Context: an optimization exercise on an open-source flow, tuned for small area and a short achievable clock period. The choices shown serve that exercise and are no tape-out recipe. Where RTL was checked, it was by simulation tests only, not by an equivalence proof against the original. Function not checked in runs 5, 7 and 8: the RTL went through the layout flow alone. Power figures rest on the tool's default switching activity, not on a simulated workload.

--- design.v ---
module fp_mul(
    input clk,
    input rst,
    input [31:0] a_s,
    input [31:0] b_s,
    output reg [31:0] c_out,
    output reg overflow
);
    localparam M = 12;    
    reg [4:0] cnt;
    reg  st, dn;                
    wire start = st;
    wire done  = dn;
    wire eadd  = (cnt != 5'd0) && (cnt <= 5'd8);
    reg [22:0] A;         
    reg [22:0] B;         
    reg [23:0] P;         
    reg        k;         
    reg        q24, q23;  
    reg [7:0]  X;         
    reg [7:0]  Y;         
    reg        cy;        
    reg        Z;         
    reg        sx, sr;    
    wire [23:0] pp = B[0] ? {1'b1, A} : 24'd0;
    wire [M-1:0] lo  = {1'b0, P[M-2:0]} + {1'b0, pp[M-2:0]};
    wire         s1  = P[M-1] ^ pp[M-1] ^ k;
    wire         c1  = (P[M-1] & pp[M-1]) | (P[M-1] & k) | (pp[M-1] & k);
    wire         sm  = s1 ^ lo[M-1];
    wire         c2  = s1 & lo[M-1];
    wire [24-M:0] hi = {1'b0, P[23:M]} + {1'b0, pp[23:M]} + {{(24-M){1'b0}}, c1};
    wire [24:0]  U   = {hi, sm, lo[M-2:0]};
    wire es = X[0] ^ Y[0] ^ (cy & eadd);
    wire ec = (X[0] & Y[0]) | (X[0] & cy) | (Y[0] & cy);
    always @(posedge clk) begin
        if (start) begin
            A  <= a_s[22:0];
            B  <= {1'b1, b_s[22:1]};
            X  <= a_s[30:23];
            Y  <= b_s[30:23];
            cy <= 1'b1;
            sx <= a_s[31];
            sr <= a_s[31] ^ b_s[31];
            P  <= b_s[0] ? {1'b0, 1'b1, a_s[22:1]} : 24'd0;
            k  <= 1'b0;
        end else begin
            B  <= {1'b0, B[22:1]};
            X  <= {es, X[7:1]};
            Y  <= {1'b0, Y[7:1]};
            if (eadd) cy <= ec;
            P  <= U[24:1];
            k  <= c2;
        end
        q24 <= U[0];
        q23 <= q24;
        if (cnt == 5'd1) Z <= (X == 8'd0) || (Y == 8'd0);
    end
    wire        p47 = P[22];
    wire [7:0]  e   = {~X[7], X[6:0]};
    wire        e8  = ~(cy ^ X[7]);
    wire        of  = e8 | (p47 & (&e));
    wire        zr  = Z | rst;
    wire        n1  = ~zr & p47;
    wire        n0  = ~zr & ~p47;
    wire [7:0]  eo  = (e & {8{~zr}}) + {7'd0, n1};
    wire [22:0] fr  = ({23{n1}} & {P[21:0], q24}) | ({23{n0}} & {P[20:0], q24, q23});
    always @(posedge clk) begin
        if (rst || done)
            cnt <= 5'd0;
        else
            cnt <= cnt + 5'd1;
        st <= rst | done;
        dn <= ~rst & (cnt == 5'd24);
        if (rst || done) begin
            c_out[31]    <= ~rst & (Z ? sx : sr);
            c_out[30:23] <= eo;
            c_out[22:0]  <= fr;
            overflow     <= ~rst & of;
        end
    end
endmodule
--- constraint.sdc ---
create_clock -name core_clock -period 4.0 [get_ports {clk}]
set_input_delay 0.8000 -clock core_clock [delete_from_list [all_inputs] [get_ports {clk}]]
set_output_delay 0.8000 -clock core_clock [all_outputs]
set_load 0.01 [all_outputs]
--- standard.sh ---
#!/bin/bash
# synth_recipe.tcl (not shown) runs the flow's synth.tcl, then flattens the netlist and writes it again
# the make line also repeats each setting of config.mk as NAME=value (left out here)
make -C /OpenROAD-flow-scripts/flow DESIGN_CONFIG=/design/flow/config.mk WORK_HOME=/design/flow/orfs CLKGATE_MAP_FILE= SYNTH_SCRIPT=/design/flow/synth_recipe.tcl "${@:-finish}"
--- flow/run.sh ---
#!/bin/bash
# Standard layout (the standard.sh), with these changes:
#  - port buffers made of sky130_fd_sc_hd__buf_1 cells instead of the default pick;
#  - clock tree leaves of clkbuf_8 under a clkbuf_16 root, no dummy loads;
#  - no mapping of adders to full/half-adder cells (abc maps them);
#  - abc maps the logic with flow/abc.script (no abc-level buffering or sizing;
#    the resizer does that after placement). Everything else in ORFS's scripts
#    folder is used unchanged, from a copy.
set -euo pipefail
cp -r "$FLOW_HOME/scripts" scripts_mod
cp flow/abc.script scripts_mod/abc_speed.script
export SCRIPTS_DIR="$PWD/scripts_mod"
export BUFFER_PORTS_ARGS="-buffer_cell sky130_fd_sc_hd__buf_1"
export CTS_ARGS="-sink_clustering_enable -repair_clock_nets -buf_list sky130_fd_sc_hd__clkbuf_8 -root_buf sky130_fd_sc_hd__clkbuf_16 -dont_use_dummy_load"
bash standard.sh ADDER_MAP_FILE= finish > standard_make.log 2>&1
--- flow/abc.script ---
strash
dch
map -B 0.9
topo
stime -c
buffer -c
upsize -c
dnsize -c
--- config.mk ---
export PLATFORM = sky130hd
export DESIGN_NAME = fp_mul
export DESIGN_NICKNAME = fp_mul
export VERILOG_FILES = /design/flow/design.v
export SDC_FILE = /design/flow/constraint.sdc
export NUM_CORES = 4
export LEC_CHECK = 0
export CAP_MARGIN = 20
export CORE_MARGIN = 2
export CORE_UTILIZATION = 40
export SETUP_SLACK_MARGIN = 2.3
export SLEW_MARGIN = 20
export TNS_END_PERCENT = 0
==> flow_metrics.env, run 1 <==
export IMPL_cts_hold_buf=0
export IMPL_start_util=0.407
export IMPL_synth_area_um2=6140
export IMPL_synth_nets=826
export IMPL_synth_avg_cell_area_um2=8.08
export IMPL_root_buffer="clkbuf_16"
export IMPL_min_delay_start="q24"
export IMPL_htreeDepth=4
export IMPL_setup_tns_ps=0
export IMPL_io_pins=99
export IMPL_synth_seq_cells=133
export IMPL_clkSinkCount=133
export IMPL_cpMaxStageDelayCell="nor2_4"
export IMPL_hpwl_um=9580
export IMPL_wl_per_cell_um=13.2
export IMPL_critPathTopFamily="simple AND/OR/NAND/NOR gates"
export IMPL_yosysSeqAreaShare=0.530
export IMPL_syn_instance_count=760
export IMPL_place_congestion=0.890
export IMPL_critPathBufInv=2
export IMPL_vias=5115
export IMPL_endpoint_kind="flop"
export IMPL_cts_tree="yes"
export IMPL_grt_remaining_overflow=0
export IMPL_worstSetupPathDepth=8
export IMPL_met2_usage=0.290
export IMPL_post_route_util=0.465
export IMPL_hold_class="flop to flop"
export IMPL_synthTopCellsByCount="266 x nand2_1, 78 x inv_1, 74 x dfxtp_1"
export IMPL_critPathMaxFanout=9
export IMPL_r2r_end="P[20]"
export IMPL_fin_nets=935
export IMPL_slowest_delay_ps=230
export IMPL_detail_route_antenna_nets=0
export IMPL_yosysTopAreaCellShare=0.289
export IMPL_first_pass_iters=4
export IMPL_period_needed_ps=1820
export IMPL_ir_worst_vdd_uv=280
export IMPL_reg2regPathDepth=12
export IMPL_numCtsBuffers=17
export IMPL_drt_total_wl_um=13900
export IMPL_rsz0062_at_grt="yes"
export IMPL_timing_rr_start="B[0]"
export IMPL_die_h_um=128
export IMPL_die_width_um=128
export IMPL_grtUsageMet3=0.0492
export IMPL_crit_type="input port to flop"
export IMPL_num_rows=45
export IMPL_max_freq_mhz=550
export IMPL_p_leak_nw=3.11
export IMPL_yosys_warnings=1
export IMPL_cp_required_ps=4120
export IMPL_setup_slack_ps=2180
export IMPL_busiest_layer="met2"
export IMPL_grt_pass1_wl_um=22500
export IMPL_max_slew_worst_pin_slew_ps=543
export IMPL_fill_cells=1595
export IMPL_cpMostUsedCell="nand2_1"
export IMPL_crit_start="rst"
export IMPL_synth_area_leader_cell="edfxtp_1"
export IMPL_drv_slew=0
export IMPL_yosysMostFrequentCell="nand2_1"
export IMPL_place_ws_ps=1590
export IMPL_grt_met1_usage=0.226
export IMPL_drcViolationCount=0
export IMPL_grt_pass1_vias=4728
export IMPL_multi_input_area_um2=2450
export IMPL_clk_latency_ps=370
export IMPL_num_antenna_cells=0
export IMPL_viasPerCell=4.85
export IMPL_synth_ff_type="dfxtp_1"
export IMPL_synth_edff_count=59
export IMPL_outcome="finished clean"
export IMPL_ff2ff_setup_slack_ps=2210
export IMPL_core_area_um2=15100
export IMPL_cp_endpoint="c_out[26]"
export IMPL_path_clk_slew_ps=70
export IMPL_worst_setup_path_start_kind="input port"
export IMPL_maxCapViolCount=0
export IMPL_power_density_nw_per_um2=431
export IMPL_drive_gt1_frac=0.0969
export IMPL_syn_to_final_growth_pct=14.4
export IMPL_drtIter0Drc=281
export IMPL_clock_skew_ps=15.0
export IMPL_power_w=0.00303
export IMPL_dieArea_um2=16400
export IMPL_clk_path_buf_depth=2
export IMPL_min_period_over_period=0.454
export IMPL_setup_viol=0
export IMPL_synthTopCellsByArea="edfxtp_1 29%, dfxtp_1 24%, nand2_1 16%, inv_1 4.8%, nor2_1 3.2%"
export IMPL_portBuffers=98
export IMPL_grtUsageTotal=0.177
export IMPL_crit_arrival_ps=1930
export IMPL_grt_start_max_net_pins=78
export IMPL_register_area_um2=3260
export IMPL_crit_path_cell_trace="buf_1 -> nor2_4 -> nand2_1 -> inv_1 -> nand2_1 -> nor2_1 -> nand2_1 -> xor2_1"
export IMPL_relSlewSlack=0.636
export IMPL_synth_cell_types=37
export IMPL_hold_viol=0
export IMPL_antenna_found_initial=0
export IMPL_async_reset_ff_frac=0
[worst min path at each step]
| stage | end | slack, ps | depth (start not counted) |
|---|---|---|---|
| global placement | q23 | 340 | 0 |
| global route | q23 | 360 | 0 |
| floorplan | q23 | 330 | 0 |
| CTS | q23 | 350 | 0 |
| finish | q23 | 360 | 0 |
| detailed placement | q23 | 340 | 0 |
[layer usage]
layer,share of wire,up-vias,wire length [um]
li1,-,2667,-
met2,0.46,90,6430
met4,0.016,0,225
met5,0,-,0
met3,0.042,17,586
met1,0.48,2341,6680
[placed cells by master (no fill, tap or decap), drive strengths merged, types with 8 or more instances in the layout]
cell type / count
nor3: 8
dfxtp: 74
a21oi: 21
o21ai: 53
xor2: 9
o22ai: 22
buf: 110
nor2: 66
inv: 83
clkbuf: 19
nand2: 277
nand3: 38
edfxtp: 59
[repair_timing]
item	in CTS	in global routing
gates cloned	0	1
pin swaps	0	1
setup endpoints to repair	92	83
resized for setup	5	10
setup buffers	1	8
[layout make-up]
class | count | share of cell area
Tap cell | 188 | 0.0335
Timing Repair inverter | 1 | 0.00107
Inverter | 85 | 0.0460
Clock buffer | 17 | 0.0349
Timing Repair Buffer | 112 | 0.0711
Multi-Input combinational cell | 519 | 0.349
Sequential cell | 133 | 0.464
[flip-flops by register name, indices dropped and copies added, names as in the netlist]
signal	cells
cnt	5
Y	8
q24	1
st	1
B	23
cy	1
X	8
k	1
A	23
sr	1
q23	1
c_out	32
Z	1
overflow	1
P	24
dn	1
sx	1
[power breakdown]
part / switching, W / leakage, nW / total, W / internal [W]
logic: 0.000383 / 1.77 / 0.000575 / 0.000192
registers: 0.0000556 / 1.21 / 0.00161 / 0.00155
clock network: 0.000442 / 0.127 / 0.000842 / 0.000400
[cell families after synthesis]
family	synth area share
AO/OA/AOI/OAI	0.0964
flip-flops	0.530
AND/OR/NAND/NOR	0.287
XOR/XNOR	0.0128
buffers and inverters	0.0742
[metrics by stage]
stage	instance area, um^2	hold slack, ps	cells
4_1_cts	6920	355	1046
3_3_place_gp	6650	337	1028
3_5_place_dp	6650	341	1028
5_1_grt	7020	363	1055
2_1_floorplan	6150	331	760
6_report	7020	355	1055
==> inputs of run 2 (changes only) <==
--- a/config.mk
+++ b/config.mk
@@ -8,6 +8,6 @@
 export CAP_MARGIN = 20
 export CORE_MARGIN = 2
 export CORE_UTILIZATION = 40
-export SETUP_SLACK_MARGIN = 2.3
+export SETUP_SLACK_MARGIN = 2.25
 export SLEW_MARGIN = 20
 export TNS_END_PERCENT = 0
==> run 2 against run 1 <==
Power unchanged. Combinational power about the same. Critical path type unchanged. Highest routed layer unchanged. Still clean on timing, DRC and antenna. Count of clock-buffer cells in the layout unchanged. Fmax unchanged.
==> flow_metrics.env, run 2 <==
export IMPL_outcome="finished clean"
export IMPL_clk_latency_ps=370
export IMPL_async_reset_ff_frac=0
export IMPL_final_cell_mix="265 x nand2_1, 98 x buf_1, 77 x inv_1"
export IMPL_first_pass_iters=4
export IMPL_crit_path_cell_trace="buf_1 -> nor2_4 -> nand2_1 -> inv_1 -> nand2_1 -> nor2_1 -> nand2_1 -> xor2_1"
export IMPL_yosysTopAreaCellShare=0.289
export IMPL_yosys_warnings=1
export IMPL_relSlewSlack=0.636
export IMPL_rsz0062_at_grt="yes"
export IMPL_critPathMaxFanout=9
export IMPL_regMostFlops="c_out"
export IMPL_io_pins=99
export IMPL_setup_viol=0
export IMPL_hold_class="flop to flop"
export IMPL_yosysSeqAreaShare=0.530
export IMPL_synth_ff_type="dfxtp_1"
export IMPL_vias=5115
export IMPL_hpwl_um=9580
export IMPL_worst_setup_path_start_kind="input port"
export IMPL_synthTopCellsByArea="edfxtp_1 29%, dfxtp_1 24%, nand2_1 16%, inv_1 4.8%, nor2_1 3.2%"
export IMPL_cts_tree="yes"
export IMPL_die_h_um=128
export IMPL_grt_start_max_net_pins=78
export IMPL_clk_path_buf_depth=2
export IMPL_crit_type="input port to flop"
export IMPL_synth_avg_cell_area_um2=8.08
export IMPL_dieArea_um2=16400
export IMPL_cpMostUsedCell="nand2_1"
export IMPL_hold_viol=0
export IMPL_grt_pass1_vias=4728
export IMPL_synth_edff_count=59
export IMPL_antenna_found_initial=0
export IMPL_core_area_um2=15100
export IMPL_num_rows=45
export IMPL_final_common_cell="nand2_1"
export IMPL_yosysMostFrequentCell="nand2_1"
export IMPL_period_needed_ps=1820
export IMPL_grtUsageTotal=0.177
export IMPL_portBuffers=98
export IMPL_syn_instance_count=760
export IMPL_power_density_nw_per_um2=431
export IMPL_syn_to_final_growth_pct=14.4
export IMPL_max_freq_mhz=550
export IMPL_max_slew_worst_pin_slew_ps=543
export IMPL_synth_area_um2=6140
export IMPL_grt_remaining_overflow=0
export IMPL_p_leak_nw=3.11
export IMPL_detail_route_antenna_nets=0
export IMPL_htreeDepth=4
export IMPL_die_width_um=128
export IMPL_synth_nets=826
export IMPL_drtIter0Drc=281
export IMPL_slowest_delay_ps=230
export IMPL_wl_per_cell_um=13.2
export IMPL_synth_area_leader_cell="edfxtp_1"
export IMPL_place_congestion=0.890
export IMPL_fin_nets=935
export IMPL_min_period_over_period=0.454
export IMPL_crit_arrival_ps=1930
export IMPL_synthTopCellsByCount="266 x nand2_1, 78 x inv_1, 74 x dfxtp_1"
export IMPL_synth_seq_cells=133
export IMPL_numCtsBuffers=17
export IMPL_maxCapViolCount=0
export IMPL_critPathBufInv=2
export IMPL_clock_skew_ps=15.0
export IMPL_synth_cell_types=37
export IMPL_cpMaxStageDelayCell="nor2_4"
export IMPL_path_clk_slew_ps=70
export IMPL_cp_required_ps=4120
export IMPL_largestRegisters="c_out x32, P x24"
export IMPL_setup_tns_ps=0
export IMPL_fill_cells=1595
export IMPL_critPathTopFamily="simple AND/OR/NAND/NOR gates"
export IMPL_cts_hold_buf=0
export IMPL_num_antenna_cells=0
export IMPL_post_route_util=0.465
export IMPL_grt_pass1_wl_um=22500
export IMPL_clkSinkCount=133
export IMPL_ir_worst_vdd_uv=280
export IMPL_endpoint_kind="flop"
export IMPL_drt_total_wl_um=13900
export IMPL_drive_gt1_frac=0.0969
export IMPL_largest_reg_flops=32
export IMPL_viasPerCell=4.85
export IMPL_drv_slew=0
export IMPL_root_buffer="clkbuf_16"
export IMPL_drcViolationCount=0
export IMPL_start_util=0.407
run 2: cell counts in the layout (fill, tap and decap cells not counted):
No cell type changed its count.
run 2: area by class of cell:
type	instances	area [um^2]	share of cell area
repair inverters	1	7.51	0.00107
well taps	188	235	0.0335
flip-flops and latches	133	3260	0.464
multi-input cells	519	2450	0.349
inverters	85	323	0.0460
clock buffers	17	245	0.0349
repair buffers	112	499	0.0711
run 2: path summary, 6_finish.rpt:
path                to  slack (ps)  start  cells past startpoint
max          c_out[26]        2180    rst                      8
min                q23         360    q24                      0
max reg2reg      P[20]        2210   B[0]                     12
min reg2reg        q23         360    q24                      0
run 2: per-layer routing:
layer  vias to the layer above  GRT usage  share of wire
met5                         -          0              0
met4                         0     0.0621          0.016
met3                        17     0.0492          0.042
met2                        90      0.290           0.46
met1                      2341      0.226           0.48
li1                       2667          -              -
run 2: repair_timing:
action                                 CTS  global route
gates cloned                             0             1
setup endpoints to repair               86            73
buffers inserted                         1             8
endpoints found under the hold margin    0             0
pin swaps                                0             1
gates resized for setup                  5            10
run 2: report_power, final:
group / internal, W / switching, W
combinational: 0.000192 / 0.000383
clock: 0.000400 / 0.000442
sequential: 0.00155 / 0.0000556
total: 0.00215 / 0.000880
run 2: cells by family after synthesis:
kind of cell / Yosys count / synth area share
flops: 133 / 0.530
buf+inv: 108 / 0.0742
simple gates: 405 / 0.287
compound gates: 105 / 0.0964
xor+xnor: 9 / 0.0128
run 2: worst reg2reg max path, delay by kind of cell, from the launching register on:
kind / cells / cell delay (ps)
AND/OR/NAND/NOR: 8 / 730
buffers and inverters: 3 / 410
flip-flops: 1 / 360
AO/OA/AOI/OAI: 1 / 170
run 2: metrics by stage:
stage | area (um^2) | hold WS [ps] | cells | worst slack, ps | power [W]
6_report | 7020 | 355 | 1055 | 2180 | 0.00303
5_1_grt | 7020 | 363 | 1055 | 2030 | 0.00321
4_1_cts | 6920 | 355 | 1046 | 2120 | 0.00304
3_5_place_dp | 6650 | 341 | 1028 | 1590 | 0.00219
3_3_place_gp | 6650 | 337 | 1028 | 1640 | 0.00219
2_1_floorplan | 6150 | 331 | 760 | 2140 | 0.00205
==> inputs of run 3 (changes only) <==
==> flow/abc.script (replaced) <==
strash
dch
map -D 1300 -B 0.9
topo
stime -c
buffer -c
upsize -c -D 1300
dnsize -c -D 1300
--- a/config.mk
+++ b/config.mk
@@ -8,6 +8,5 @@
 export CAP_MARGIN = 20
 export CORE_MARGIN = 2
 export CORE_UTILIZATION = 40
-export SETUP_SLACK_MARGIN = 2.25
+export SETUP_SLACK_MARGIN = 2.1
 export SLEW_MARGIN = 20
-export TNS_END_PERCENT = 0
==> run 3 against run 2 <==
Still clean on timing, DRC and antenna. Cell count shrank 0.47%. Largest power group unchanged. Fmax rose by 0.48%. Critical path type unchanged. Die area decreased by 2.6%. Via count barely moved.
==> flow_metrics.env, run 3 <==
export IMPL_min_period_over_period=0.452
export IMPL_detail_route_antenna_nets=0
export IMPL_syn_to_final_growth_pct=18.9
export IMPL_antenna_found_initial=0
export IMPL_die_h_um=126
export IMPL_cts_tree="yes"
export IMPL_crit_arrival_ps=1930
export IMPL_yosysMostFrequentCell="nand2_1"
export IMPL_min_to="q23"
export IMPL_ff2ff_setup_slack_ps=2220
export IMPL_grt_pass1_wl_um=22900
export IMPL_setup_slack_ps=2190
export IMPL_first_pass_iters=5
export IMPL_grt_pass1_vias=4808
export IMPL_synth_area_leader_cell="edfxtp_1"
export IMPL_wl_per_cell_um=13.3
export IMPL_htreeDepth=4
export IMPL_io_pins=99
export IMPL_outcome="finished clean"
export IMPL_place_ws_ps=1590
export IMPL_reg2regPathDepth=13
export IMPL_max_freq_mhz=553
export IMPL_async_reset_ff_frac=0
export IMPL_grtUsageTotal=0.180
export IMPL_power_density_nw_per_um2=426
export IMPL_synth_seq_cells=133
export IMPL_largest_reg_flops=32
export IMPL_drcViolationCount=0
export IMPL_synth_avg_cell_area_um2=7.86
export IMPL_setup_viol=0
export IMPL_hold_path_cell_count=0
export IMPL_synth_cell_types=29
export IMPL_yosys_warnings=1
export IMPL_path_clk_slew_ps=60
export IMPL_place_congestion=0.857
export IMPL_setup_tns_ps=0
export IMPL_clock_skew_ps=18.8
export IMPL_r2r_end="P[5]"
export IMPL_die_width_um=126
export IMPL_hpwl_um=9580
export IMPL_crit_type="input port to flop"
export IMPL_drt_total_wl_um=13900
export IMPL_portBuffers=98
export IMPL_clk_latency_ps=370
export IMPL_num_rows=44
export IMPL_dieArea_um2=15900
export IMPL_worst_setup_path_start_kind="input port"
export IMPL_largestRegisters="c_out x32, P x24"
export IMPL_drv_slew=0
export IMPL_syn_instance_count=760
export IMPL_synth_area_um2=5970
export IMPL_drtIter0Drc=339
export IMPL_relSlewSlack=0.608
export IMPL_clk_path_buf_depth=2
export IMPL_clkSinkCount=133
export IMPL_regMostFlops="c_out"
export IMPL_synthTopCellsByArea="edfxtp_1 30%, dfxtp_1 25%, nand2_1 17%, inv_1 5.2%, nor2_1 3.9%"
export IMPL_period_needed_ps=1810
export IMPL_synth_ff_type="dfxtp_1"
export IMPL_fill_cells=1460
export IMPL_drive_gt1_frac=0.113
export IMPL_max_slew_worst_pin_slew_ps=588
export IMPL_timing_rr_start="B[0]"
export IMPL_min_delay_start="q24"
export IMPL_cp_required_ps=4120
export IMPL_power_w=0.00303
export IMPL_p_leak_nw=3.11
export IMPL_final_common_cell="nand2_1"
export IMPL_maxCapViolCount=0
export IMPL_core_area_um2=14600
export IMPL_synth_edff_count=59
export IMPL_critPathMaxFanout=9
export IMPL_start_util=0.410
export IMPL_grt_start_max_net_pins=47
export IMPL_viasPerCell=4.87
export IMPL_root_buffer="clkbuf_16"
export IMPL_endpoint_kind="flop"
export IMPL_rsz0062_at_grt="yes"
export IMPL_ir_worst_vdd_uv=234
export IMPL_yosysSeqAreaShare=0.545
export IMPL_yosysTopAreaCellShare=0.297
export IMPL_numCtsBuffers=17
export IMPL_post_route_util=0.487
export IMPL_grt_remaining_overflow=0
export IMPL_synth_nets=826
export IMPL_final_cell_mix="254 x nand2_1, 98 x buf_1, 80 x inv_1"
export IMPL_synthTopCellsByCount="276 x nand2_1, 83 x inv_1, 74 x dfxtp_1"
export IMPL_vias=5118
export IMPL_num_antenna_cells=0
export IMPL_hold_viol=0
export IMPL_fin_nets=934
export IMPL_hold_class="flop to flop"
[run 3: kinds of logic (layout without fill, tap and decap cells)]
family                    Yosys count  after routing  synth area share
and+or+nand+nor                   405            405             0.274
DFF                               133            133             0.545
buffers and inverters             108            214            0.0716
xor gates and xnor gates            9              9            0.0132
AOI/OAI and AO/OA                 105            105            0.0965
[run 3: worst max path at each step]
| stage | slack [ps] | start | end | cells past startpoint |
|---|---|---|---|---|
| after floorplan | 2130 | rst | c_out[0] | 2 |
| after global placement | 1660 | rst | c_out[30] | 8 |
| after detailed placement | 1590 | rst | c_out[26] | 8 |
| after CTS | 2090 | B[0] | P[19] | 16 |
| after global routing | 2050 | B[0] | P[5] | 13 |
| final | 2190 | rst | c_out[26] | 8 |
[run 3: metal layers]
metal  GRT usage  part of all wire
met1       0.246              0.47
met2       0.282              0.47
met3      0.0408             0.053
met4      0.0653            0.0090
met5           0                 0
[run 3: critical path, cell delays in order]
cell and delay (ps):
buf_1 130, nor2_4 220, nand2_4 140, inv_1 130, nand2_1 100, nor2_1 170
nand2_1 90, xor2_1 140
[run 3: power by group]
| part | internal (W) | leakage [nW] | total (W) | switching, W |
|---|---|---|---|---|
| sequential | 0.00155 | 1.21 | 0.00161 | 0.0000595 |
| combinational | 0.000202 | 1.77 | 0.000588 | 0.000385 |
| clock | 0.000399 | 0.127 | 0.000824 | 0.000425 |
[run 3: through the flow]
stage | std cells | area (um^2) | hold WS (ps)
after global placement | 1024 | 6510 | 338
after floorplan | 760 | 5980 | 331
after global routing | 1050 | 7100 | 356
after CTS | 1042 | 6820 | 355
after detailed placement | 1024 | 6510 | 343
final | 1050 | 7100 | 354
[run 3: repair_timing]
item | in CTS | in global routing
cloned | 1 | 1
buffers inserted | 0 | 7
endpoints found under the setup margin | 58 | 82
gates resized for setup | 10 | 68
pin swaps | 0 | 15
hold buffers | 0 | 0
[run 3: final cells by class]
type,instances,area (um^2),area share
Timing Repair Buffer,112,543,0.0765
Tap cell,184,230,0.0324
Clock buffer,17,245,0.0345
Multi-Input combinational cell,519,2500,0.352
Sequential cell,133,3260,0.459
Inverter,85,325,0.0458
==> inputs of run 4 (changes only) <==
==> flow/abc.script (replaced) <==
strash
dch
map -D 1600 -B 0.9
topo
stime -c
buffer -c
upsize -c -D 1600
dnsize -c -D 1600
==> run 4 against run 3 <==
Still clean on timing, DRC and antenna. Register-to-register slack about the same. Via count decreased by 0.92%. Fmax increased by 1.8%. Critical path type is now flop to flop. Routed wire length decreased by 1.2%. Global-route usage decreased by 0.29 points. Largest power group unchanged. Count of clock-buffer cells in the layout unchanged. Combinational power decreased by 6.3%. Critical path depth increased by 8. Synthesized cell count unchanged.
==> flow_metrics.env, run 4 <==
export IMPL_synth_ff_type="dfxtp_1"
export IMPL_detail_route_antenna_nets=0
export IMPL_synth_edff_count=59
export IMPL_io_pins=99
export IMPL_power_w=0.00301
export IMPL_power_frac_comb=0.183
export IMPL_synthTopCellsByCount="277 x nand2_1, 84 x inv_1, 74 x dfxtp_1"
export IMPL_start_util=0.409
export IMPL_post_route_util=0.478
export IMPL_worst_setup_path_start_kind="flop"
export IMPL_grt_pass1_vias=4672
export IMPL_root_buffer="clkbuf_16"
export IMPL_hold_viol=0
export IMPL_cts_tree="yes"
export IMPL_num_antenna_cells=0
export IMPL_hpwl_um=9340
export IMPL_hold_class="flop to flop"
export IMPL_crit_arrival_ps=2050
export IMPL_swShare=0.287
export IMPL_htreeDepth=4
export IMPL_max_slew_worst_pin_slew_ps=617
export IMPL_synthTopCellsByArea="edfxtp_1 30%, dfxtp_1 25%, nand2_1 18%, inv_1 5.3%, o21ai_0 4.5%"
export IMPL_max_freq_mhz=563
export IMPL_numCtsBuffers=17
export IMPL_die_width_um=126
export IMPL_relSlewSlack=0.589
export IMPL_drcViolationCount=0
export IMPL_core_area_um2=14500
export IMPL_clkSinkCount=133
export IMPL_yosys_warnings=1
export IMPL_drv_slew=0
export IMPL_synth_area_um2=5940
export IMPL_place_congestion=0.846
export IMPL_fin_nets=927
export IMPL_synth_cell_types=23
export IMPL_clk_latency_ps=370
export IMPL_largest_reg_flops=32
export IMPL_p_leak_nw=3.06
export IMPL_antenna_found_initial=0
export IMPL_pwr_share_seq=0.537
export IMPL_clk_path_buf_depth=2
export IMPL_async_reset_ff_frac=0
export IMPL_critPathMaxFanout=6
export IMPL_synth_avg_cell_area_um2=7.82
export IMPL_wl_per_cell_um=13.2
export IMPL_crit_type="flop to flop"
export IMPL_multi_input_area_um2=2400
export IMPL_setup_viol=0
export IMPL_yosysTopAreaCellShare=0.298
export IMPL_drive_gt1_frac=0.0710
export IMPL_die_h_um=126
export IMPL_setup_tns_ps=0
export IMPL_endpoint_kind="flop"
export IMPL_rsz0062_at_grt="yes"
export IMPL_maxCapViolCount=0
export IMPL_ir_worst_vdd_uv=198
export IMPL_power_density_nw_per_um2=433
export IMPL_grtUsageTotal=0.177
export IMPL_p_int_w=0.00214
export IMPL_synth_nets=826
export IMPL_portBuffers=98
export IMPL_min_period_over_period=0.444
export IMPL_first_pass_iters=5
export IMPL_fill_cells=1481
export IMPL_grt_start_max_net_pins=54
export IMPL_vias=5071
export IMPL_clockPowerShare=0.280
export IMPL_synth_seq_cells=133
export IMPL_switchingPower_w=0.000864
export IMPL_regMostFlops="c_out"
export IMPL_ff2ff_setup_slack_ps=2220
export IMPL_synth_area_leader_cell="edfxtp_1"
export IMPL_path_clk_slew_ps=70
export IMPL_hold_path_cell_count=0
export IMPL_yosysSeqAreaShare=0.548
export IMPL_num_rows=44
export IMPL_grt_pass1_wl_um=22300
export IMPL_period_needed_ps=1780
export IMPL_outcome="finished clean"
export IMPL_drtIter0Drc=364
export IMPL_dieArea_um2=15800
export IMPL_syn_to_final_growth_pct=16.9
export IMPL_final_common_cell="nand2_1"
export IMPL_reg2regPathDepth=16
export IMPL_syn_instance_count=760
export IMPL_yosysMostFrequentCell="nand2_1"
export IMPL_register_area_um2=3260
export IMPL_cp_required_ps=4270
export IMPL_final_cell_mix="269 x nand2_1, 98 x buf_1, 83 x inv_1"
export IMPL_clock_skew_ps=24.5
export IMPL_grt_remaining_overflow=0
export IMPL_largestRegisters="c_out x32, P x24"
export IMPL_viasPerCell=4.86
export IMPL_drt_total_wl_um=13800
export IMPL_cts_hold_buf=0
==> run 4: path summary, 6_finish.rpt <==
kind | startpoint | endpoint
hold / removal | q24 | q23
setup / recovery | B[0] | P[19]
hold reg to reg | q24 | q23
setup reg to reg | B[0] | P[19]
==> run 4: worst max-delay path, cell delays in order, from the launching register on <==
cell	delay, ps
dfxtp_4	420
buf_12	140
nand2_1	60
inv_1	70
nand2_1	50
nand2_1	70
nand2_1	90
nand2_2	90
nand2_1	80
nand2_2	120
nand2_1	70
nand2_2	80
nand2_1	80
nand2_1	90
nand2_1	50
nand3_1	80
nand2_1	60
==> run 4: cell families after synthesis <==
kind of cell,count (synthesis),synth area share
simple gates,405,0.273
flops,133,0.548
buf+inv,108,0.0693
compound gates,105,0.0971
xor+xnor,9,0.0133
==> run 4: metrics by stage <==
stage	instance area (um^2)	cells	hold slack [ps]	worst slack (ps)
3_5_place_dp	6490	1023	343	1740
5_1_grt	6940	1043	373	2040
3_3_place_gp	6490	1023	340	1800
4_1_cts	6790	1041	356	2130
6_report	6940	1043	355	2220
2_1_floorplan	5950	760	331	2130
==> run 4: cell type report <==
cell class | count | area share
flip-flops and latches | 133 | 0.469
repair buffers | 105 | 0.0703
clock buffers | 17 | 0.0353
inverters | 85 | 0.0469
well taps | 184 | 0.0332
multi-input cells | 519 | 0.345
==> run 4: what timing repair did <==
item | in CTS | in global routing
pin swaps | 0 | 2
cloned | 1 | 2
endpoints found under the setup margin | 54 | 101
resized for setup | 11 | 39
buffers inserted | 0 | 0
==> run 4: power by group through the flow <==
stage	registers [W]	clock network (W)	logic [W]
after floorplan	0.00164	0	0.000354
after global placement	0.00164	0	0.000501
after detailed placement	0.00164	0	0.000504
after CTS	0.00161	0.000863	0.000521
after global routing	0.00163	0.000924	0.000633
final	0.00161	0.000840	0.000551
==> run 4: routing by layer <==
| metal | track usage | wire length, um | vias up |
|---|---|---|---|
| met2 | 0.275 | 6240 | 99 |
| met5 | 0 | 0 | - |
| met4 | 0.0724 | 273 | 0 |
| li1 | - | - | 2650 |
| met1 | 0.242 | 6690 | 2301 |
| met3 | 0.0382 | 559 | 21 |
==> inputs of run 5 (changes only) <==
--- a/design.v
+++ b/design.v
@@ -9,6 +9,7 @@
     localparam M = 12;    
     reg [4:0] cnt;
     reg  st, dn;                
+    reg  stp;                   
     wire start = st;
     wire done  = dn;
     wire eadd  = (cnt != 5'd0) && (cnt <= 5'd8);
@@ -41,13 +42,16 @@
             cy <= 1'b1;
             sx <= a_s[31];
             sr <= a_s[31] ^ b_s[31];
-            P  <= b_s[0] ? {1'b0, 1'b1, a_s[22:1]} : 24'd0;
-            k  <= 1'b0;
         end else begin
             B  <= {1'b0, B[22:1]};
             X  <= {es, X[7:1]};
             Y  <= {1'b0, Y[7:1]};
             if (eadd) cy <= ec;
+        end
+        if (stp) begin
+            P  <= b_s[0] ? {1'b0, 1'b1, a_s[22:1]} : 24'd0;
+            k  <= 1'b0;
+        end else begin
             P  <= U[24:1];
             k  <= c2;
         end
@@ -70,6 +74,7 @@
         else
             cnt <= cnt + 5'd1;
         st <= rst | done;
+        stp <= rst | (cnt == 5'd25);
         dn <= ~rst & (cnt == 5'd24);
         if (rst || done) begin
             c_out[31]    <= ~rst & (Z ? sx : sr);
==> flow/abc.script (replaced) <==
strash
dch
map -B 0.9
topo
stime -c
buffer -c
upsize -c
dnsize -c
==> run 5 against run 4 <==
Largest power group unchanged. Combinational power increased by 5.3%. Core utilization decreased by 0.32 points. Clock power decreased by 0.8%. Non-clock buffer count increased by 11. Power increased by 1.4%. Still clean on timing, DRC and antenna. Die area increased by 2.9%. First-iteration DRC count decreased by 15%. Count of clock-buffer cells in the layout unchanged.
==> flow_metrics.env, run 5 <==
export IMPL_outcome="finished clean"
export IMPL_synth_avg_cell_area_um2=8.17
export IMPL_power_density_nw_per_um2=426
export IMPL_p_leak_nw=3.11
export IMPL_synth_mux_area_frac=0
export IMPL_cts_hold_buf=0
export IMPL_vias=5079
export IMPL_grt_pass1_vias=4659
export IMPL_synth_area_um2=6120
export IMPL_core_area_um2=15100
export IMPL_max_slew_worst_pin_slew_ps=975
export IMPL_cp_required_ps=4110
export IMPL_async_reset_ff_frac=0
export IMPL_slowest_delay_ps=200
export IMPL_endpoint_kind="flop"
export IMPL_syn_to_final_growth_pct=17.1
export IMPL_largest_reg_flops=32
export IMPL_critPathMaxFanout=5
export IMPL_switchingPower_w=0.000876
export IMPL_viasPerCell=4.84
export IMPL_synthSimpleGateAreaFrac=0.281
export IMPL_root_buffer="clkbuf_16"
export IMPL_cts_tree="yes"
export IMPL_period_needed_ps=1880
export IMPL_crit_type="input port to flop"
export IMPL_cp_endpoint="c_out[30]"
export IMPL_grt_start_max_net_pins=51
export IMPL_post_route_util=0.474
export IMPL_ff2ff_setup_slack_ps=2150
export IMPL_stdcell_count=1050
export IMPL_drive_gt1_frac=0.130
export IMPL_r2r_end="P[12]"
export IMPL_hold_viol=0
export IMPL_grtUsageMet3=0.0543
export IMPL_yosysMostFrequentCell="nand2_1"
export IMPL_placed_area_um2=6630
export IMPL_die_width_um=128
export IMPL_synth_seq_cells=134
export IMPL_yosys_warnings=1
export IMPL_clk_latency_ps=370
export IMPL_synthTopCellsByArea="edfxtp_1 29%, dfxtp_1 25%, nand2_1 16%, inv_1 4.4%, nor2_1 3.3%"
export IMPL_die_h_um=128
export IMPL_multi_input_area_um2=2530
export IMPL_max_freq_mhz=532
export IMPL_final_cell_mix="245 x nand2_1, 97 x buf_1, 72 x dfxtp_1"
export IMPL_drv_slew=0
export IMPL_grt_pass1_wl_um=22300
export IMPL_crit_path_cell_trace="buf_2 -> nor2_4 -> buf_6 -> inv_2 -> nor2_2 -> inv_2 -> nor2_4 -> and3_4 -> nand2_2 -> xor2_1"
export IMPL_regMostFlops="c_out"
export IMPL_synth_ff_type="dfxtp_1"
export IMPL_synth_xor_area_frac=0.0100
export IMPL_timing_rr_start="stp"
export IMPL_synth_compound_area_share=0.105
export IMPL_drcViolationCount=0
export IMPL_setup_tns_ps=0
export IMPL_drtIter0Drc=309
export IMPL_ir_worst_vdd_uv=246
export IMPL_synth_area_leader_cell="edfxtp_1"
export IMPL_synth_edff_count=59
export IMPL_power_frac_comb=0.190
export IMPL_wl_per_cell_um=13.3
export IMPL_cpMaxStageDelayCell="and3_4"
export IMPL_yosysTopAreaCellShare=0.290
export IMPL_min_period_over_period=0.470
export IMPL_synth_fa_ha_area_frac=0
export IMPL_htreeDepth=4
export IMPL_dp_cells=1016
export IMPL_syn_instance_count=749
export IMPL_path_clk_slew_ps=60
export IMPL_reg2regPathDepth=2
export IMPL_final_common_cell="nand2_1"
export IMPL_p_int_w=0.00217
export IMPL_clk_path_buf_depth=2
export IMPL_met2_usage=0.282
export IMPL_crit_arrival_ps=1990
export IMPL_clock_skew_ps=25.4
export IMPL_place_congestion=0.878
export IMPL_clockPowerShare=0.273
export IMPL_fin_nets=929
export IMPL_swShare=0.287
export IMPL_hold_class="flop to flop"
export IMPL_start_util=0.405
export IMPL_pwr_share_seq=0.536
export IMPL_antenna_found_initial=0
export IMPL_synthTopCellsByCount="255 x nand2_1, 75 x dfxtp_1, 71 x inv_1"
export IMPL_worst_setup_path_start_kind="input port"
export IMPL_relSlewSlack=0.350
export IMPL_synth_nets=815
export IMPL_grt_remaining_overflow=0
export IMPL_setup_viol=0
export IMPL_detail_route_antenna_nets=0
export IMPL_register_area_um2=3280
export IMPL_maxCapViolCount=0
export IMPL_dieArea_um2=16300
export IMPL_min_delay_start="q24"
export IMPL_hpwl_um=9390
export IMPL_clkSinkCount=134
export IMPL_crit_start="rst"
export IMPL_yosysSeqAreaShare=0.535
export IMPL_fill_cells=1494
export IMPL_grt_met1_usage=0.229
export IMPL_num_rows=45
export IMPL_final_area_um2=7160
export IMPL_io_pins=99
export IMPL_synth_cell_types=40
export IMPL_busiest_layer="met2"
export IMPL_grtUsageTotal=0.175
export IMPL_numCtsBuffers=17
export IMPL_portBuffers=98
export IMPL_largestRegisters="c_out x32, P x24"
export IMPL_synth_top_family_by_area="simple AND/OR/NAND/NOR gates"
export IMPL_first_pass_iters=4
export IMPL_rsz0062_at_grt="yes"
export IMPL_drt_total_wl_um=13900
[run 5: cell count changes in the layout (fill, tap and decap cells not counted), moves of 6 or more]
| cell | change |
|---|---|
| a21oi_1 | +7 |
| buf_4 | +8 |
| inv_1 | -14 |
| inv_2 | +8 |
| nand2_1 | -24 |
| nand2_2 | +14 |
| nand3_1 | -8 |
| nand3_2 | +6 |
| nor2_1 | -7 |
| o21ai_0 | -16 |
| o21ai_1 | +12 |
[run 5: layout make-up]
cell class,instances,share of cell area
flip-flops and latches,134,0.458
inverters,78,0.0409
diodes,1,0.000350
clock buffers,17,0.0343
repair buffers,116,0.0797
multi-input cells,516,0.354
well taps,188,0.0329
[run 5: per-stage QoR]
stage          worst slack [ps]  hold WS (ps)  power [W]
2_1_floorplan              1970           331    0.00205
3_3_place_gp               1500           343    0.00218
3_5_place_dp               1460           349    0.00219
4_1_cts                    2040           359    0.00303
5_1_grt                    2050           366    0.00323
6_report                   2120           363    0.00305
[run 5: critical path, delay by kind of cell]
| family | cells | cell delay [ps] |
|---|---|---|
| XOR/XNOR | 1 | 140 |
| buffers and inverters | 4 | 360 |
| AND/OR/NAND/NOR | 5 | 680 |
[run 5: power by group through the flow]
stage / clock network [W] / logic (W) / registers [W]
floorplan: 0 / 0.000393 / 0.00166
global placement: 0 / 0.000521 / 0.00166
detailed placement: 0 / 0.000523 / 0.00166
CTS: 0.000858 / 0.000535 / 0.00164
global route: 0.000915 / 0.000664 / 0.00165
finish: 0.000833 / 0.000580 / 0.00163
[run 5: worst min-delay path by stage]
stage	end	slack [ps]	depth (start not counted)
floorplan	q23	330	0
global placement	q23	340	0
detailed placement	q23	350	0
CTS	q23	360	0
global route	q23	370	0
finish	q23	360	0
[run 5: timing repair]
action                                  CTS  global route
pin swaps                                 1             7
cloned                                    1             1
buffers inserted                          4            10
gates resized for setup                   7            34
endpoints found under the setup margin   30            77
endpoints found under the hold margin     0             0
[run 5: cells by family (layout without fill, tap and decap cells)]
logic type / Yosys count / in the layout
AO/OA/AOI/OAI: 112 / 112
XOR/XNOR: 7 / 7
buffers and inverters: 100 / 211
flip-flops: 134 / 134
other: 0 / 1
AND/OR/NAND/NOR: 396 / 397
[run 5: per-layer routing]
metal / wire (um) / up-vias
li1: - / 2670
met1: 6730 / 2285
met2: 6410 / 118
met3: 663 / 6
met4: 114 / 0
met5: 0 / -
==> inputs of run 6 (changes only) <==
--- a/design.v
+++ b/design.v
@@ -9,7 +9,6 @@
     localparam M = 12;    
     reg [4:0] cnt;
     reg  st, dn;                
-    reg  stp;                   
     wire start = st;
     wire done  = dn;
     wire eadd  = (cnt != 5'd0) && (cnt <= 5'd8);
@@ -42,16 +41,13 @@
             cy <= 1'b1;
             sx <= a_s[31];
             sr <= a_s[31] ^ b_s[31];
+            P  <= b_s[0] ? {1'b0, 1'b1, a_s[22:1]} : 24'd0;
+            k  <= 1'b0;
         end else begin
             B  <= {1'b0, B[22:1]};
             X  <= {es, X[7:1]};
             Y  <= {1'b0, Y[7:1]};
             if (eadd) cy <= ec;
-        end
-        if (stp) begin
-            P  <= b_s[0] ? {1'b0, 1'b1, a_s[22:1]} : 24'd0;
-            k  <= 1'b0;
-        end else begin
             P  <= U[24:1];
             k  <= c2;
         end
@@ -74,7 +70,6 @@
         else
             cnt <= cnt + 5'd1;
         st <= rst | done;
-        stp <= rst | (cnt == 5'd25);
         dn <= ~rst & (cnt == 5'd24);
         if (rst || done) begin
             c_out[31]    <= ~rst & (Z ? sx : sr);
==> flow/run.sh (replaced) <==
#!/bin/bash
# Standard layout (the standard.sh), with these changes:
#  - port buffers made of sky130_fd_sc_hd__buf_1 cells instead of the default pick;
#  - clock tree leaves of clkbuf_4 under a clkbuf_16 root, no dummy loads;
#  - no mapping of adders to full/half-adder cells (abc maps them);
#  - abc maps the logic with flow/abc.script (no abc-level buffering or sizing;
#    the resizer does that after placement). Everything else in ORFS's scripts
#    folder is used unchanged, from a copy.
set -euo pipefail
cp -r "$FLOW_HOME/scripts" scripts_mod
cp flow/abc.script scripts_mod/abc_speed.script
export SCRIPTS_DIR="$PWD/scripts_mod"
export BUFFER_PORTS_ARGS="-buffer_cell sky130_fd_sc_hd__buf_1"
export CTS_ARGS="-sink_clustering_enable -repair_clock_nets -buf_list sky130_fd_sc_hd__clkbuf_4 -root_buf sky130_fd_sc_hd__clkbuf_16 -dont_use_dummy_load"
bash standard.sh ADDER_MAP_FILE= finish > standard_make.log 2>&1
--- a/config.mk
+++ b/config.mk
@@ -7,6 +7,6 @@
 export LEC_CHECK = 0
 export CAP_MARGIN = 20
 export CORE_MARGIN = 2
-export CORE_UTILIZATION = 40
+export CORE_UTILIZATION = 55
 export SETUP_SLACK_MARGIN = 2.1
 export SLEW_MARGIN = 20
==> run 6 against run 5 <==
Still clean on timing, DRC and antenna. Hold slack better by 0.95 ps. Via count is 2.4% higher. Cell area down 1.9%. Critical endpoint is now P[6].
==> flow_metrics.env, run 6 <==
export IMPL_outcome="finished clean"
export IMPL_synth_nets=826
export IMPL_io_pins=99
export IMPL_placed_area_um2=6580
export IMPL_die_h_um=110
export IMPL_vias=5199
export IMPL_path_clk_slew_ps=90
export IMPL_clockPowerShare=0.219
export IMPL_htreeDepth=4
export IMPL_hpwl_um=9160
export IMPL_crit_path_cell_trace="buf_12 -> buf_16 -> nand3_1 -> nand2_1 -> inv_1 -> nand2_1 -> nor2_2 -> a21oi_1 -> nand2_1 -> nand2_1 -> o21ai_1"
export IMPL_yosysTopAreaCellShare=0.289
export IMPL_dieArea_um2=12000
export IMPL_final_common_cell="nand2_1"
export IMPL_largestRegisters="c_out x32, P x24"
export IMPL_synthTopCellsByCount="266 x nand2_1, 78 x inv_1, 74 x dfxtp_1"
export IMPL_min_delay_start="q24"
export IMPL_pwr_share_seq=0.568
export IMPL_power_w=0.00284
export IMPL_grt_start_max_net_pins=45
export IMPL_synth_area_um2=6140
export IMPL_antenna_found_initial=0
export IMPL_portBuffers=98
export IMPL_clk_latency_ps=350
export IMPL_min_to="q23"
export IMPL_final_area_um2=7020
export IMPL_synth_ff_type="dfxtp_1"
export IMPL_hold_class="flop to flop"
export IMPL_yosysMostFrequentCell="nand2_1"
export IMPL_timing_rr_start="B[0]"
export IMPL_swShare=0.298
export IMPL_setup_viol=0
export IMPL_regMostFlops="c_out"
export IMPL_die_width_um=110
export IMPL_hold_path_cell_count=0
export IMPL_endpoint_kind="flop"
export IMPL_detail_route_antenna_nets=0
export IMPL_grt_pass1_vias=4667
export IMPL_clock_skew_ps=29.7
export IMPL_grt_remaining_overflow=0
export IMPL_relSlewSlack=0.590
export IMPL_rsz0062_at_grt="yes"
export IMPL_ir_worst_vdd_uv=260
export IMPL_core_area_um2=10900
export IMPL_p_leak_nw=3.10
export IMPL_grtUsageTotal=0.231
export IMPL_ff2ff_setup_slack_ps=2190
export IMPL_worst_setup_path_start_kind="flop"
export IMPL_r2r_end="P[6]"
export IMPL_largest_reg_flops=32
export IMPL_drt_total_wl_um=13700
export IMPL_crit_arrival_ps=2040
export IMPL_critPathMaxFanout=22
export IMPL_grt_pass1_wl_um=21000
export IMPL_multi_input_area_um2=2560
export IMPL_slowest_delay_ps=410
export IMPL_power_frac_comb=0.213
export IMPL_syn_to_final_growth_pct=14.4
export IMPL_cts_tree="yes"
export IMPL_maxCapViolCount=0
export IMPL_cp_required_ps=4230
export IMPL_place_congestion=0.885
export IMPL_synthTopCellsByArea="edfxtp_1 29%, dfxtp_1 24%, nand2_1 16%, inv_1 4.8%, nor2_1 3.2%"
export IMPL_clk_path_buf_depth=2
export IMPL_cpMostUsedCell="nand2_1"
export IMPL_max_freq_mhz=553
export IMPL_syn_instance_count=760
export IMPL_register_area_um2=3260
export IMPL_p_int_w=0.00200
export IMPL_synth_edff_count=59
export IMPL_num_antenna_cells=0
export IMPL_cpMaxStageDelayCell="dfxtp_4"
export IMPL_reg2regPathDepth=11
export IMPL_switchingPower_w=0.000848
export IMPL_min_period_over_period=0.452
export IMPL_drive_gt1_frac=0.126
export IMPL_drtIter0Drc=266
export IMPL_first_pass_iters=5
export IMPL_power_density_nw_per_um2=405
export IMPL_max_slew_worst_pin_slew_ps=614
export IMPL_drv_slew=0
export IMPL_yosys_warnings=1
export IMPL_clkSinkCount=133
export IMPL_num_rows=38
export IMPL_numCtsBuffers=17
export IMPL_synth_seq_cells=133
export IMPL_hold_viol=0
export IMPL_period_needed_ps=1810
export IMPL_drcViolationCount=0
export IMPL_crit_type="flop to flop"
export IMPL_wl_per_cell_um=13.6
export IMPL_synth_area_leader_cell="edfxtp_1"
export IMPL_async_reset_ff_frac=0
export IMPL_root_buffer="clkbuf_16"
export IMPL_fill_cells=1009
export IMPL_start_util=0.564
export IMPL_yosysSeqAreaShare=0.530
export IMPL_synth_cell_types=37
export IMPL_synth_avg_cell_area_um2=8.08
export IMPL_viasPerCell=5.17
export IMPL_fin_nets=933
export IMPL_post_route_util=0.645
export IMPL_setup_tns_ps=0
export IMPL_hold_ws_ps=363
export IMPL_final_cell_mix="257 x nand2_1, 98 x buf_1, 77 x inv_1"
run 6: cells by family (layout without fill, tap and decap cells):
logic type / count (synthesis) / in the layout / synth area share
AOI/OAI and AO/OA: 105 / 105 / 0.0964
xor gates and xnor gates: 9 / 9 / 0.0128
buffers and inverters: 108 / 213 / 0.0742
DFF: 133 / 133 / 0.530
and+or+nand+nor: 405 / 405 / 0.287
run 6: per-stage QoR:
step,instances,worst slack (ps)
final,1005,2190
after CTS,997,2130
after floorplan,760,2130
after global placement,979,1800
after detailed placement,979,1690
after global routing,1005,2060
run 6: how the worst max path moves through the flow:
| stage | start | end | slack (ps) | cells after the start |
|---|---|---|---|---|
| 6_report | B[0] | P[6] | 2190 | 11 |
| 5_1_grt | B[0] | P[6] | 2060 | 11 |
| 4_1_cts | st | P[8] | 2130 | 4 |
| 3_5_place_dp | rst | c_out[2] | 1690 | 4 |
| 3_3_place_gp | rst | c_out[2] | 1800 | 4 |
| 2_1_floorplan | rst | c_out[0] | 2130 | 2 |
run 6: layer usage:
metal | GRT usage | vias to the layer above | wire [um]
met2 | 0.389 | 129 | 6550
met1 | 0.285 | 2378 | 6000
met5 | 0 | - | 0
met4 | 0.0778 | 0 | 235
met3 | 0.0640 | 18 | 877
li1 | - | 2674 | -
run 6: worst max-delay path, delay by kind of cell, from the launching register on:
kind                   cells  cell delay [ps]
AND/OR/NAND/NOR            6              620
flip-flops                 1              410
buffers and inverters      3              370
AO/OA/AOI/OAI              2              300
run 6: timing repair:
action,4_1_cts,5_1_grt
pin swaps,0,3
hold endpoints to repair,0,0
gates resized for setup,6,41
gates cloned,1,2
hold buffers,0,0
endpoints found under the setup margin,55,59
setup buffers,0,6
run 6: cell type report:
class,count,share of cell area
multi-input cells,519,0.364
well taps,140,0.0250
repair buffers,111,0.0795
flip-flops and latches,133,0.464
inverters,85,0.0463
clock buffers,17,0.0207
run 6: power by group through the flow:
| stage | Combinational [W] | Clock [W] | Sequential [W] |
|---|---|---|---|
| global placement | 0.000535 | 0 | 0.00164 |
| global route | 0.000683 | 0.000688 | 0.00163 |
| detailed placement | 0.000543 | 0 | 0.00164 |
| floorplan | 0.000402 | 0 | 0.00164 |
| finish | 0.000606 | 0.000623 | 0.00161 |
| CTS | 0.000558 | 0.000638 | 0.00161 |
==> inputs of run 7 (changes only) <==
==> design.v (replaced) <==
module fp_mul(
    input clk,
    input rst,
    input [31:0] a_s,
    input [31:0] b_s,
    output reg [31:0] c_out,
    output reg overflow
);
    localparam M = 12;    
    reg [4:0] cnt;
    wire start = (cnt == 5'd0);
    wire done  = (cnt == 5'd25);
    wire fin   = done | rst;    
    wire eadd  = (cnt != 5'd0) && (cnt <= 5'd8);
    reg [22:0] A;         
    reg [22:0] B;         
    reg [23:0] P;         
    reg        k;         
    reg        q24, q23;  
    reg [7:0]  X;         
    reg [7:0]  Y;         
    reg        cy;        
    reg        Z;         
    reg        sx, sr;    
    wire        b0 = start & b_s[0];
    wire [23:0] pp = ({1'b1, a_s[22:0]} & {24{b0}}) | ({1'b1, A} & {24{B[0]}});
    wire [M-1:0] lo  = {1'b0, P[M-2:0]} + {1'b0, pp[M-2:0]};
    wire         s1  = P[M-1] ^ pp[M-1] ^ k;
    wire         c1  = (P[M-1] & pp[M-1]) | (P[M-1] & k) | (pp[M-1] & k);
    wire         sm  = s1 ^ lo[M-1];
    wire         c2  = s1 & lo[M-1];
    wire [24-M:0] hi = {1'b0, P[23:M]} + {1'b0, pp[23:M]} + {{(24-M){1'b0}}, c1};
    wire [24:0]  U   = {hi, sm, lo[M-2:0]};
    wire es = X[0] ^ Y[0] ^ (cy & eadd);
    wire ec = (X[0] & Y[0]) | (X[0] & cy) | (Y[0] & cy);
    always @(posedge clk) begin
        if (start) begin
            A  <= a_s[22:0];
            B  <= {1'b1, b_s[22:2], b_s[1] & ~rst};
            X  <= a_s[30:23];
            Y  <= b_s[30:23];
            cy <= 1'b1;
            sx <= a_s[31];
            sr <= a_s[31] ^ b_s[31];
        end else begin
            B  <= {1'b0, B[22:2], B[1] & ~fin};
            X  <= {es, X[7:1]};
            Y  <= {1'b0, Y[7:1]};
            if (eadd) cy <= ec;
        end
        P   <= fin ? 24'd0 : U[24:1];
        k   <= ~fin & c2;
        q24 <= U[0];
        q23 <= q24;
        if (cnt == 5'd1) Z <= (X == 8'd0) || (Y == 8'd0);
    end
    wire        p47 = P[22];
    wire [7:0]  e   = {~X[7], X[6:0]};
    wire        e8  = ~(cy ^ X[7]);
    wire [7:0]  eo  = e + {7'd0, p47};
    wire        of  = e8 | (p47 & (&e));
    wire [22:0] fr  = p47 ? {P[21:0], q24} : {P[20:0], q24, q23};
    wire        zr  = Z | rst;
    always @(posedge clk) begin
        if (fin)
            cnt <= 5'd0;
        else
            cnt <= cnt + 5'd1;
        if (fin) begin
            c_out[31]    <= ~rst & (Z ? sx : sr);
            c_out[30:23] <= zr ? 8'd0 : eo;
            c_out[22:0]  <= zr ? 23'd0 : fr;
            overflow     <= ~rst & of;
        end
    end
endmodule
==> flow/run.sh (replaced) <==
#!/bin/bash
# Standard layout (the standard.sh), with these changes:
#  - port buffers made of sky130_fd_sc_hd__buf_1 cells instead of the default pick;
#  - clock tree leaves of clkbuf_8 under a clkbuf_16 root, no dummy loads;
#  - no mapping of adders to full/half-adder cells (abc maps them);
#  - abc maps the logic with flow/abc.script (no abc-level buffering or sizing;
#    the resizer does that after placement). Everything else in ORFS's scripts
#    folder is used unchanged, from a copy.
set -euo pipefail
cp -r "$FLOW_HOME/scripts" scripts_mod
cp flow/abc.script scripts_mod/abc_speed.script
export SCRIPTS_DIR="$PWD/scripts_mod"
export BUFFER_PORTS_ARGS="-buffer_cell sky130_fd_sc_hd__buf_1"
export CTS_ARGS="-sink_clustering_enable -repair_clock_nets -buf_list sky130_fd_sc_hd__clkbuf_8 -root_buf sky130_fd_sc_hd__clkbuf_16 -dont_use_dummy_load"
bash standard.sh ADDER_MAP_FILE= finish > standard_make.log 2>&1
==> flow/abc.script (replaced) <==
&get -n
&st
&dch
&nf
&put
--- a/config.mk
+++ b/config.mk
@@ -7,6 +7,6 @@
 export LEC_CHECK = 0
 export CAP_MARGIN = 20
 export CORE_MARGIN = 2
-export CORE_UTILIZATION = 55
-export SETUP_SLACK_MARGIN = 2.1
+export CORE_UTILIZATION = 40
+export SETUP_SLACK_MARGIN = 2.3
 export SLEW_MARGIN = 20
==> run 7 against run 6 <==
Register-to-register slack lost 560 ps. Synthesized cell count down 31%. Die area up 30%. Largest power group unchanged.
==> flow_metrics.env, run 7 <==
export IMPL_outcome="finished clean"
export IMPL_place_ws_ps=1150
export IMPL_drtIter0Drc=381
export IMPL_die_h_um=125
export IMPL_yosysMostFrequentCell="dfxtp_1"
export IMPL_io_pins=99
export IMPL_grt_start_max_net_pins=64
export IMPL_post_route_util=0.592
export IMPL_synth_ff_type="dfxtp_1"
export IMPL_regMostFlops="c_out"
export IMPL_root_buffer="clkbuf_16"
export IMPL_num_rows=44
export IMPL_max_slew_worst_pin_slew_ps=680
export IMPL_endpoint_kind="flop"
export IMPL_critPathMaxFanout=7
export IMPL_syn_to_final_growth_pct=46.1
export IMPL_antenna_found_initial=0
export IMPL_htreeDepth=4
export IMPL_syn_instance_count=523
export IMPL_cts_tree="yes"
export IMPL_core_area_um2=14400
export IMPL_crit_arrival_ps=2660
export IMPL_setup_viol=0
export IMPL_path_clk_slew_ps=80
export IMPL_async_reset_ff_frac=0
export IMPL_min_period_over_period=0.593
export IMPL_portBuffers=98
export IMPL_period_needed_ps=2370
export IMPL_largestRegisters="c_out x32, P x24"
export IMPL_hold_viol=0
export IMPL_grt_remaining_overflow=0
export IMPL_yosysSeqAreaShare=0.550
export IMPL_power_w=0.00418
export IMPL_clkSinkCount=131
export IMPL_crit_type="flop to flop"
export IMPL_detail_route_antenna_nets=0
export IMPL_power_density_nw_per_um2=489
export IMPL_grt_pass1_wl_um=24100
export IMPL_synth_edff_count=59
export IMPL_num_antenna_cells=0
export IMPL_cp_required_ps=4290
export IMPL_ir_worst_vdd_uv=271
export IMPL_vias=5012
export IMPL_clk_path_buf_depth=2
export IMPL_synthTopCellsByCount="72 x dfxtp_1, 67 x nor2_1, 59 x edfxtp_1"
export IMPL_dieArea_um2=15600
export IMPL_drive_gt1_frac=0.322
export IMPL_start_util=0.405
export IMPL_synth_avg_cell_area_um2=11.2
export IMPL_synth_nets=589
export IMPL_fill_cells=1188
export IMPL_drv_slew=0
export IMPL_cts_hold_buf=0
export IMPL_worst_setup_path_start_kind="flop"
export IMPL_hpwl_um=8720
export IMPL_grtUsageTotal=0.197
export IMPL_setup_tns_ps=0
export IMPL_final_cell_mix="86 x buf_1, 63 x dfxtp_1, 60 x nor2_1"
export IMPL_synth_area_um2=5840
export IMPL_final_common_cell="buf_1"
export IMPL_max_freq_mhz=421
export IMPL_grt_pass1_vias=4802
export IMPL_wl_per_cell_um=19.3
export IMPL_yosys_warnings=1
export IMPL_largest_reg_flops=32
export IMPL_first_pass_iters=5
export IMPL_setup_slack_ps=1630
export IMPL_numCtsBuffers=17
export IMPL_hold_ws_ps=375
export IMPL_clock_skew_ps=30.2
export IMPL_hold_class="flop to flop"
export IMPL_synth_cell_types=42
export IMPL_clk_latency_ps=380
export IMPL_synth_area_leader_cell="edfxtp_1"
export IMPL_yosysTopAreaCellShare=0.303
export IMPL_p_leak_nw=3.12
export IMPL_rsz0062_at_grt="yes"
export IMPL_synth_seq_cells=131
export IMPL_drt_total_wl_um=17600
export IMPL_fin_nets=797
export IMPL_synthTopCellsByArea="edfxtp_1 30%, dfxtp_1 25%, mux2_1 6.7%, xnor2_1 5.1%, nor2_1 4.3%"
export IMPL_drcViolationCount=0
export IMPL_relSlewSlack=0.547
export IMPL_die_width_um=125
export IMPL_viasPerCell=5.49
export IMPL_maxCapViolCount=0
export IMPL_place_congestion=0.873
-- run 7: cell type report --
class                   count  area [um^2]  area share
repair inverters            1         8.76     0.00103
well taps                 184          230      0.0270
inverters                   9         47.5     0.00557
flip-flops and latches    131         3240       0.380
repair buffers            181         1260       0.148
multi-input cells         390         3500       0.410
clock buffers              17          245      0.0287
-- run 7: final timing paths --
path | from | to | slack, ps | cells after the start
min | q24 | q23 | 380 | 0
max | cnt[2] | P[21] | 1630 | 9
max reg2reg | cnt[2] | P[21] | 1630 | 9
min reg2reg | q24 | q23 | 380 | 0
-- run 7: routing by layer --
metal / track usage / wire length (um) / vias to the layer above
met3: 0.0653 / 1160 / 28
li1: - / - / 2369
met5: 0 / 0 / -
met2: 0.311 / 8410 / 180
met4: 0.0739 / 309 / 0
met1: 0.251 / 7720 / 2435
-- run 7: cell families after synthesis --
kind of cell | after synthesis | synth area share
AO/OA/AOI/OAI | 105 | 0.123
AND/OR/NAND/NOR | 176 | 0.146
adder cells (fa/ha/maj) | 1 | 0.00171
flip-flops | 131 | 0.550
buffers and inverters | 9 | 0.00578
XOR/XNOR | 47 | 0.0730
multiplexers | 54 | 0.100
-- run 7: power breakdown --
| part | internal, W | total [W] | leakage (nW) | switching [W] |
|---|---|---|---|---|
| registers | 0.00163 | 0.00182 | 1.20 | 0.000190 |
| logic | 0.000756 | 0.00150 | 1.80 | 0.000741 |
| clock network | 0.000399 | 0.000857 | 0.127 | 0.000457 |
| total | 0.00279 | 0.00418 | 3.12 | 0.00139 |
-- run 7: critical path: stages, from the launching register on --
cell and delay [ps]:
dfxtp_4 360, nor3_4 290, buf_6 210, buf_6 140, and3_4 210, a22oi_2 80, xnor2_2 330, nand4_1 240
o211a_1 280, a211oi_2 130
-- run 7: repair_timing --
item / 4_1_cts / 5_1_grt
setup endpoints to repair: 164 / 112
gates resized for setup: 91 / 75
buffers inserted: 48 / 23
cloned: 5 / 12
pin swaps: 52 / 43
-- run 7: stage by stage --
step | instances | cell area, um^2
final | 913 | 8540
after global routing | 913 | 8540
after CTS | 878 | 7750
after detailed placement | 808 | 6620
after global placement | 808 | 6620
after floorplan | 523 | 6000
==> inputs of run 8 (changes only) <==
--- a/config.mk
+++ b/config.mk
@@ -8,5 +8,5 @@
 export CAP_MARGIN = 20
 export CORE_MARGIN = 2
 export CORE_UTILIZATION = 40
-export SETUP_SLACK_MARGIN = 2.3
+export SETUP_SLACK_MARGIN = 2.0
 export SLEW_MARGIN = 20
==> run 8 against run 7 <==
Critical path depth up 1. Flip-flop and latch count stayed put. Clock power shrank 3.3%. Power down 4.7%. Highest routed layer unchanged.
==> flow_metrics.env, run 8 <==
export IMPL_critPathMaxFanout=4
export IMPL_grtUsageTotal=0.195
export IMPL_grt_remaining_overflow=0
export IMPL_htreeDepth=4
export IMPL_root_buffer="clkbuf_16"
export IMPL_clkSinkCount=131
export IMPL_fin_nets=773
export IMPL_syn_to_final_growth_pct=36.4
export IMPL_place_ws_ps=1200
export IMPL_yosysTopAreaCellShare=0.303
export IMPL_synth_edff_count=59
export IMPL_relSlewSlack=0.655
export IMPL_max_freq_mhz=422
export IMPL_ir_worst_vdd_uv=254
export IMPL_largest_reg_flops=32
export IMPL_drtIter0Drc=274
export IMPL_portBuffers=98
export IMPL_die_width_um=125
export IMPL_hold_viol=0
export IMPL_start_util=0.405
export IMPL_async_reset_ff_frac=0
export IMPL_yosysSeqAreaShare=0.550
export IMPL_yosys_warnings=1
export IMPL_final_cell_mix="97 x buf_1, 64 x dfxtp_1, 63 x nor2_1"
export IMPL_drt_total_wl_um=15300
export IMPL_clock_skew_ps=24.3
export IMPL_grt_pass1_vias=4742
export IMPL_drcViolationCount=0
export IMPL_drv_slew=0
export IMPL_antenna_found_initial=0
export IMPL_fill_cells=1254
export IMPL_crit_arrival_ps=2630
export IMPL_synth_cell_types=42
export IMPL_setup_tns_ps=0
export IMPL_endpoint_kind="flop"
export IMPL_largestRegisters="c_out x32, P x24"
export IMPL_dp_cells=810
export IMPL_p_leak_nw=2.86
export IMPL_wl_per_cell_um=17.2
export IMPL_multi_input_area_um2=3240
export IMPL_detail_route_antenna_nets=0
export IMPL_synth_nets=589
export IMPL_stdcell_count=889
export IMPL_crit_type="input port to flop"
export IMPL_numCtsBuffers=17
export IMPL_viasPerCell=5.35
export IMPL_clk_latency_ps=370
export IMPL_hold_path_cell_count=0
export IMPL_synth_area_leader_cell="edfxtp_1"
export IMPL_path_clk_slew_ps=50
export IMPL_die_h_um=125
export IMPL_critPathTopFamily="compound AO/OA/AOI/OAI gates"
export IMPL_place_congestion=0.883
export IMPL_regMostFlops="c_out"
export IMPL_crit_path_cell_trace="buf_8 -> buf_6 -> a41o_1 -> maj3_2 -> a21oi_4 -> buf_6 -> o21ai_4 -> a21o_1 -> a21o_1 -> a211oi_2"
export IMPL_outcome="finished clean"
export IMPL_cpMaxStageDelayCell="maj3_2"
export IMPL_cts_tree="yes"
export IMPL_num_antenna_cells=0
export IMPL_cts_hold_buf=0
export IMPL_hold_ws_ps=371
export IMPL_synthTopCellsByArea="edfxtp_1 30%, dfxtp_1 25%, mux2_1 6.7%, xnor2_1 5.1%, nor2_1 4.3%"
export IMPL_hold_class="flop to flop"
export IMPL_worstSetupPathDepth=10
export IMPL_grt_pass1_wl_um=23900
export IMPL_max_slew_worst_pin_slew_ps=517
export IMPL_period_needed_ps=2370
export IMPL_hpwl_um=8820
export IMPL_final_common_cell="buf_1"
export IMPL_core_area_um2=14400
export IMPL_vias=4754
export IMPL_synth_ff_type="dfxtp_1"
export IMPL_power_density_nw_per_um2=500
export IMPL_num_rows=44
export IMPL_rsz0062_at_grt="yes"
export IMPL_synthTopCellsByCount="72 x dfxtp_1, 67 x nor2_1, 59 x edfxtp_1"
export IMPL_yosysMostFrequentCell="dfxtp_1"
export IMPL_syn_instance_count=523
export IMPL_synth_seq_cells=131
export IMPL_grt_start_max_net_pins=48
export IMPL_setup_viol=0
export IMPL_io_pins=99
export IMPL_register_area_um2=3240
export IMPL_synth_avg_cell_area_um2=11.2
export IMPL_min_period_over_period=0.593
export IMPL_dieArea_um2=15600
export IMPL_cp_required_ps=4260
export IMPL_first_pass_iters=5
export IMPL_synth_area_um2=5840
export IMPL_slowest_delay_ps=350
export IMPL_reg2regPathDepth=10
export IMPL_critPathBufInv=3
export IMPL_worst_setup_path_start_kind="input port"
export IMPL_clk_path_buf_depth=2
export IMPL_setup_slack_ps=1630
export IMPL_drive_gt1_frac=0.244
export IMPL_maxCapViolCount=0
==> run 8: path summary, 6_finish.rpt <==
path                             start  endpoint  slack [ps]
worst max-delay path            b_s[0]     P[22]        1630
worst min-delay path               q24       q23         370
worst max register to register  cnt[1]     P[22]        1670
worst min register to register     q24       q23         370
==> run 8: worst reg2reg max path: stages (launching register included) <==
cell      delay (ps)
dfxtp_2          400
nor2_4            60
buf_4            160
a41o_1           250
maj3_2           350
a21oi_4          230
buf_6            140
o21ai_4           70
a21o_1           200
a21o_1           190
a211oi_2         170
==> run 8: metrics by stage <==
stage	util	power, W	instance area (um^2)
final	0.552	0.00398	7970
after global routing	0.552	0.00419	7970
after CTS	0.529	0.00385	7630
after detailed placement	0.457	0.00272	6600
after global placement	0.457	0.00270	6600
after floorplan	-	0.00248	5950
==> run 8: final cells by class <==
cell class | instances | area share
Multi-Input combinational cell | 384 | 0.407
Clock buffer | 17 | 0.0308
Inverter | 9 | 0.00455
Timing Repair Buffer | 164 | 0.122
Tap cell | 184 | 0.0289
Sequential cell | 131 | 0.406
==> run 8: report_power, final <==
group / switching (W) / total (W) / internal, W
Combinational: 0.000680 / 0.00134 / 0.000663
Sequential: 0.000178 / 0.00181 / 0.00163
Clock: 0.000429 / 0.000829 / 0.000399
Total: 0.00129 / 0.00398 / 0.00269
==> run 8: cells by family after synthesis <==
| logic type | synth area share |
|---|---|
| AO/OA/AOI/OAI | 0.123 |
| XOR/XNOR | 0.0730 |
| adder cells (fa/ha/maj) | 0.00171 |
| buffers and inverters | 0.00578 |
| flip-flops | 0.550 |
| multiplexers | 0.100 |
| AND/OR/NAND/NOR | 0.146 |
==> run 8: per-layer routing <==
metal | global-route usage | part of all wire
met1 | 0.246 | 0.42
met2 | 0.320 | 0.50
met3 | 0.0601 | 0.073
met4 | 0.0673 | 0.011
met5 | 0 | 0
==> run 8: what timing repair did <==
| item | CTS | global route |
|---|---|---|
| setup buffers | 43 | 14 |
| resized for setup | 80 | 41 |
| gates cloned | 5 | 0 |
| endpoints found under the setup margin | 87 | 35 |
| pin swaps | 38 | 30 |
